What follows belongs to an exercise in optimizing a design on an open flow for small area and a short achievable clock period; a production flow would make more cautious choices.
RTL that was checked went through simulation tests only; none was proved equivalent to the original.
Power figures rest on the tool's default switching activity, not on a simulated workload.

==> flow/design.v <==
module SdOai22(input wire a1, a2, b1, b2, output wire y);
   assign y = ~((a1 | a2) & (b1 | b2));
endmodule
module SdNand4(input wire a, b, c, d, output wire y);
   assign y = ~(a & b & c & d);
endmodule
module SdNand2(input wire a, b, output wire y);
   assign y = ~(a & b);
endmodule
module SdNor4(input wire a, b, c, d, output wire y);
   assign y = ~(a | b | c | d);
endmodule
module SdNor3(input wire a, b, c, output wire y);
   assign y = ~(a | b | c);
endmodule
module SdNor2(input wire a, b, output wire y);
   assign y = ~(a | b);
endmodule
module SdNand3(input wire a, b, c, output wire y);
   assign y = ~(a & b & c);
endmodule
module SdAnd2(input wire a, b, output wire y);
   assign y = a & b;
endmodule
module SdInv(input wire a, output wire y);
   assign y = ~a;
endmodule
module SimpleRamDecode(
   input wire cs0_i,
   input wire [24:0] addr_i,
   input wire write_i,             
   input wire reset_i,             
   output wire inwin_o,
   output wire [31:0] wsel_o,
   output wire [31:0] rsel_n_o
);
   wire [9:0] z;
   wire an13;
   SdInv a13inv(.a(addr_i[13]), .y(an13));
   SdNor2 z0(.a(cs0_i), .b(addr_i[24]), .y(z[0]));
   SdNor2 z1(.a(addr_i[23]), .b(addr_i[22]), .y(z[1]));
   SdNor2 z2(.a(addr_i[21]), .b(addr_i[20]), .y(z[2]));
   SdNor2 z3(.a(addr_i[19]), .b(addr_i[18]), .y(z[3]));
   SdNor2 z4(.a(addr_i[17]), .b(addr_i[16]), .y(z[4]));
   SdNor2 z5(.a(addr_i[15]), .b(addr_i[14]), .y(z[5]));
   SdNor2 z6(.a(addr_i[12]), .b(addr_i[11]), .y(z[6]));
   SdNor2 z7(.a(addr_i[10]), .b(addr_i[9]), .y(z[7]));
   SdNor2 z8(.a(addr_i[8]), .b(addr_i[7]), .y(z[8]));
   SdNor2 z9(.a(addr_i[6]), .b(an13), .y(z[9]));
   wire hA, hB, hC;                
   SdNand4 hAg(.a(z[0]), .b(z[1]), .c(z[2]), .d(z[3]), .y(hA));
   SdNand4 hBg(.a(z[4]), .b(z[5]), .c(z[6]), .d(z[7]), .y(hB));
   SdNand2 hCg(.a(z[8]), .b(z[9]), .y(hC));
   SdNor3 inw(.a(hA), .b(hB), .c(hC), .y(inwin_o));
   wire reset_n, wr, wrc_n;        
   SdInv rinv(.a(reset_i), .y(reset_n));
   SdNor2 wrg(.a(reset_n), .b(write_i), .y(wr));
   SdNand3 wrcg(.a(wr), .b(z[8]), .c(z[9]), .y(wrc_n));
   wire [5:1] an;
   genvar i;
   generate
      for (i = 1; i <= 5; i = i + 1) begin : ainv
         SdInv inv(.a(addr_i[i]), .y(an[i]));
      end
   endgenerate
   wire [7:0] d3n, pb, rb;
   generate
      for (i = 0; i < 8; i = i + 1) begin : pre3
         SdNand3 n(.a(i & 4 ? addr_i[5] : an[5]), .b(i & 2 ? addr_i[4] : an[4]),
                   .c(i & 1 ? addr_i[3] : an[3]), .y(d3n[i]));
         SdInv r(.a(d3n[i]), .y(rb[i]));
         SdNor3 w(.a(wrc_n), .b(d3n[i]), .c(hA), .y(pb[i]));
      end
   endgenerate
   wire [3:0] pa, ra;
   generate
      for (i = 0; i < 4; i = i + 1) begin : pre2
         SdNor3 w(.a(i & 2 ? an[2] : addr_i[2]), .b(i & 1 ? an[1] : addr_i[1]), .c(hB), .y(pa[i]));
         SdNor2 r(.a(i & 2 ? an[2] : addr_i[2]), .b(i & 1 ? an[1] : addr_i[1]), .y(ra[i]));
      end
   endgenerate
   generate
      for (i = 0; i < 32; i = i + 1) begin : sel
         SdAnd2 w(.a(pa[i & 3]), .b(pb[i >> 2]), .y(wsel_o[i]));
         SdNand2 r(.a(ra[i & 3]), .b(rb[i >> 2]), .y(rsel_n_o[i]));
      end
   endgenerate
endmodule
module SimpleRam(
   input wire clk_i,
   input wire [31:0] wsel_i,       
   input wire rd_i,                
   input wire clr_i,               
   input wire [31:0] rsel_n_i,     
   input wire [15:0] data_i,
   output reg [15:0] data_o
);
   reg [15:0] storage[31:0];
   genvar w;
   generate
      for (w = 0; w < 32; w = w + 1) begin : wr
         always @ (posedge clk_i)
            if (wsel_i[w])
               storage[w] <= data_i;
      end
   endgenerate
   wire [15:0] word;
   genvar b, g;
   generate
      for (b = 0; b < 16; b = b + 1) begin : bits
         wire [31:0] col;
         wire [15:0] p;
         wire [7:0] q;
         wire [1:0] r;
         for (g = 0; g < 32; g = g + 1) begin : words
            assign col[g] = storage[g][b];
         end
         for (g = 0; g < 16; g = g + 1) begin : pairs
            SdOai22 oai(.a1(col[2*g]), .a2(rsel_n_i[2*g]), .b1(col[2*g+1]), .b2(rsel_n_i[2*g+1]),
                        .y(p[g]));
         end
         for (g = 0; g < 7; g = g + 1) begin : quads
            SdNor2 nor2(.a(p[2*g]), .b(p[2*g+1]), .y(q[g]));
         end
         SdNor3 clr(.a(p[14]), .b(p[15]), .c(clr_i), .y(q[7]));
         SdNand4 n0(.a(q[0]), .b(q[1]), .c(q[2]), .d(q[3]), .y(r[0]));
         SdNand4 n1(.a(q[4]), .b(q[5]), .c(q[6]), .d(q[7]), .y(r[1]));
         SdNor2 out(.a(r[0]), .b(r[1]), .y(word[b]));
      end
   endgenerate
   always @ (posedge clk_i)
   begin
      if (rd_i)
         data_o <= word;
   end
endmodule
`timescale 1ns / 1ps
module simple_debug(
   input wire [15:0] data_i,
   output wire [15:0] data_o,
   input wire [24:0] addr_i,
   input wire read_i,
   input wire write_i,
   input wire [1:0] cs_i,
   input wire clk_i,
   input wire reset_i,
   input wire irq_i,
   output wire irq_o,
   output wire [4:0] leds_o
);
   reg stage_1, stage_2, stage_3;
   reg [15:0] counter;
   reg [15:0] data_q;
   reg irq;
   reg led;
   wire chip_select = cs_i[0] & cs_i[1];
   wire [25:0] a = {cs_i[0], addr_i};
   wire ram_accessed;
   wire [31:0] wsel, rsel_n;
   SimpleRamDecode DEC(.cs0_i(cs_i[0]), .addr_i(addr_i), .write_i(write_i), .reset_i(reset_i),
                       .inwin_o(ram_accessed), .wsel_o(wsel), .rsel_n_o(rsel_n));
   wire clear_irq = (a == 26'h0);
   wire access = ~stage_2 & stage_3;
   wire [15:0] ram_d;
   SimpleRam RAM0(.clk_i(clk_i),
                  .wsel_i(wsel),
                  .rd_i(~reset_i | (~read_i & ram_accessed)),
                  .clr_i(~reset_i),
                  .rsel_n_i(rsel_n),
                  .data_i(data_i),
                  .data_o(ram_d));
   assign data_o = data_q;
   assign irq_o = irq;
   assign leds_o = {led, irq_i, counter[15], counter[0], 1'b1};
   always @ (posedge clk_i)
   begin
      if (!reset_i)
      begin
         counter <= 0;
         stage_3 <= 0;
         stage_2 <= 0;
         stage_1 <= 0;
         data_q <= 0;
         irq <= 0;
      end
      else
      begin
         if (&counter)
            irq <= 1;
         counter <= counter + 1;
         stage_3 <= stage_2;
         stage_2 <= stage_1;
         stage_1 <= chip_select;
         if (access)
         begin
            if (!read_i)
               data_q <= ram_accessed ? ram_d : (addr_i[15:0] | {15'b0, cs_i[0]});
            if (!write_i && !ram_accessed)
            begin
               if (clear_irq)
                  irq <= data_i[0];
               else
                  led <= data_i[0];
            end
         end
      end
   end
endmodule
==> flow/config.mk <==
export PLATFORM = sky130hd
export DESIGN_NAME = simple_debug
export DESIGN_NICKNAME = simple_debug
export VERILOG_FILES = /design/flow/design.v
export SDC_FILE = /design/flow/constraint.sdc
export NUM_CORES = 4
export LEC_CHECK = 0
export CAP_MARGIN = 20
export CORE_MARGIN = 2
export CORE_UTILIZATION = 40
export CTS_CLUSTER_DIAMETER = 100
export CTS_CLUSTER_SIZE = 24
export PLACE_DENSITY = 0.72
export SETUP_SLACK_MARGIN = 1.2
export SLEW_MARGIN = 20
export SYNTH_HIERARCHICAL = 1
==> flow/constraint.sdc <==
create_clock -name core_clock -period 3.0 [get_ports {clk_i}]
set_input_delay 0.6000 -clock core_clock [delete_from_list [all_inputs] [get_ports {clk_i}]]
set_output_delay 0.6000 -clock core_clock [all_outputs]
set_load 0.01 [all_outputs]
standard.sh (not shown) runs the stock make flow with config.mk's settings and CLKGATE_MAP_FILE= SYNTH_SCRIPT=/design/flow/synth_recipe.tcl, a recipe that flattens the netlist after the stock synthesis.
==> flow/flow/run.sh <==
#!/bin/bash
# The standard layout, with the port buffers inserted as buf_2 cells
# instead of the default delay-cell buffers. The whole make output goes to
# standard.log; each ORFS step also writes its own log under orfs/logs.
set -euo pipefail
bash standard.sh "BUFFER_PORTS_ARGS=-buffer_cell sky130_fd_sc_hd__buf_2" finish > standard.log 2>&1
Change:
--- a/flow/design.v
+++ b/flow/design.v
@@ -34,28 +34,20 @@
    output wire [31:0] wsel_o,
    output wire [31:0] rsel_n_o
 );
-   wire [9:0] z;
-   wire an13;
-   SdInv a13inv(.a(addr_i[13]), .y(an13));
-   SdNor2 z0(.a(cs0_i), .b(addr_i[24]), .y(z[0]));
-   SdNor2 z1(.a(addr_i[23]), .b(addr_i[22]), .y(z[1]));
-   SdNor2 z2(.a(addr_i[21]), .b(addr_i[20]), .y(z[2]));
-   SdNor2 z3(.a(addr_i[19]), .b(addr_i[18]), .y(z[3]));
-   SdNor2 z4(.a(addr_i[17]), .b(addr_i[16]), .y(z[4]));
-   SdNor2 z5(.a(addr_i[15]), .b(addr_i[14]), .y(z[5]));
-   SdNor2 z6(.a(addr_i[12]), .b(addr_i[11]), .y(z[6]));
-   SdNor2 z7(.a(addr_i[10]), .b(addr_i[9]), .y(z[7]));
-   SdNor2 z8(.a(addr_i[8]), .b(addr_i[7]), .y(z[8]));
-   SdNor2 z9(.a(addr_i[6]), .b(an13), .y(z[9]));
-   wire hA, hB, hC;                
-   SdNand4 hAg(.a(z[0]), .b(z[1]), .c(z[2]), .d(z[3]), .y(hA));
-   SdNand4 hBg(.a(z[4]), .b(z[5]), .c(z[6]), .d(z[7]), .y(hB));
-   SdNand2 hCg(.a(z[8]), .b(z[9]), .y(hC));
-   SdNor3 inw(.a(hA), .b(hB), .c(hC), .y(inwin_o));
-   wire reset_n, wr, wrc_n;        
+   wire [4:0] g;
+   SdNor4 g0(.a(cs0_i), .b(addr_i[24]), .c(addr_i[23]), .d(addr_i[22]), .y(g[0]));
+   SdNor4 g1(.a(addr_i[21]), .b(addr_i[20]), .c(addr_i[19]), .d(addr_i[18]), .y(g[1]));
+   SdNor4 g2(.a(addr_i[17]), .b(addr_i[16]), .c(addr_i[15]), .d(addr_i[14]), .y(g[2]));
+   SdNor4 g3(.a(addr_i[12]), .b(addr_i[11]), .c(addr_i[10]), .d(addr_i[9]), .y(g[3]));
+   SdNor3 g4(.a(addr_i[8]), .b(addr_i[7]), .c(addr_i[6]), .y(g[4]));
+   wire h1, h2;
+   SdNand3 h1g(.a(g[0]), .b(g[1]), .c(g[2]), .y(h1));
+   SdNand3 h2g(.a(g[3]), .b(g[4]), .c(addr_i[13]), .y(h2));
+   SdNor2 inw(.a(h1), .b(h2), .y(inwin_o));
+   wire reset_n, wr, wr_n;         
    SdInv rinv(.a(reset_i), .y(reset_n));
    SdNor2 wrg(.a(reset_n), .b(write_i), .y(wr));
-   SdNand3 wrcg(.a(wr), .b(z[8]), .c(z[9]), .y(wrc_n));
+   SdInv wrinv(.a(wr), .y(wr_n));
    wire [5:1] an;
    genvar i;
    generate
@@ -69,13 +61,13 @@
          SdNand3 n(.a(i & 4 ? addr_i[5] : an[5]), .b(i & 2 ? addr_i[4] : an[4]),
                    .c(i & 1 ? addr_i[3] : an[3]), .y(d3n[i]));
          SdInv r(.a(d3n[i]), .y(rb[i]));
-         SdNor3 w(.a(wrc_n), .b(d3n[i]), .c(hA), .y(pb[i]));
+         SdNor3 w(.a(wr_n), .b(d3n[i]), .c(h1), .y(pb[i]));
       end
    endgenerate
    wire [3:0] pa, ra;
    generate
       for (i = 0; i < 4; i = i + 1) begin : pre2
-         SdNor3 w(.a(i & 2 ? an[2] : addr_i[2]), .b(i & 1 ? an[1] : addr_i[1]), .c(hB), .y(pa[i]));
+         SdNor3 w(.a(i & 2 ? an[2] : addr_i[2]), .b(i & 1 ? an[1] : addr_i[1]), .c(h2), .y(pa[i]));
          SdNor2 r(.a(i & 2 ? an[2] : addr_i[2]), .b(i & 1 ? an[1] : addr_i[1]), .y(ra[i]));
       end
    endgenerate
Effect: Wire length went down by 0.56%. Worst hold slack loses 0.032 ns. Power stays flat. Die area barely changes. Clock skew went up by 0.019 ns. Final area went down by 0.59%. Synthesized cell count went down by 0.55%. Critical path depth is unchanged. Synthesized area is about the same. Clock power went up by about 1%. Fmax went down by 1.4%. Final cell count went down by 0.72%. Flip-flop and latch count stays the same. Non-clock buffer count went down by 9.
For the first run of this note, only the layout was checked, not whether the RTL still works.

## separate check: timing with driven ports
The results above use ideal ports. As a check the final layouts listed here were re-extracted and re-timed, cells and wires unchanged.
Step 1 sets driving cells, clkbuf_16 on the clock port and buf_2 on the other inputs (assumed; they add their load-dependent delay and slew).
Step 2, shift: input delay + t, output delay - t, t = (earliest + latest rising clock arrival at the registers) / 2. This alone moves slack from input paths to output paths.
a / b / c = no drivers / after step 1 / after step 2; a / b = the first two.
run	t, ns	slack for setup (ns)	hold WS [ns]
the first run	0.639	1.181 / 1.215 / 0.577	0.270 / 0.237 / 0.456
the second run	0.643	1.156 / 1.187 / 0.544	0.237 / 0.208 / 0.441
After both steps setup and hold are still met in every run listed. For the second run, which loses most, drivers alone change the setup slack by +0.031 ns; drivers and shift together by -0.612 ns.
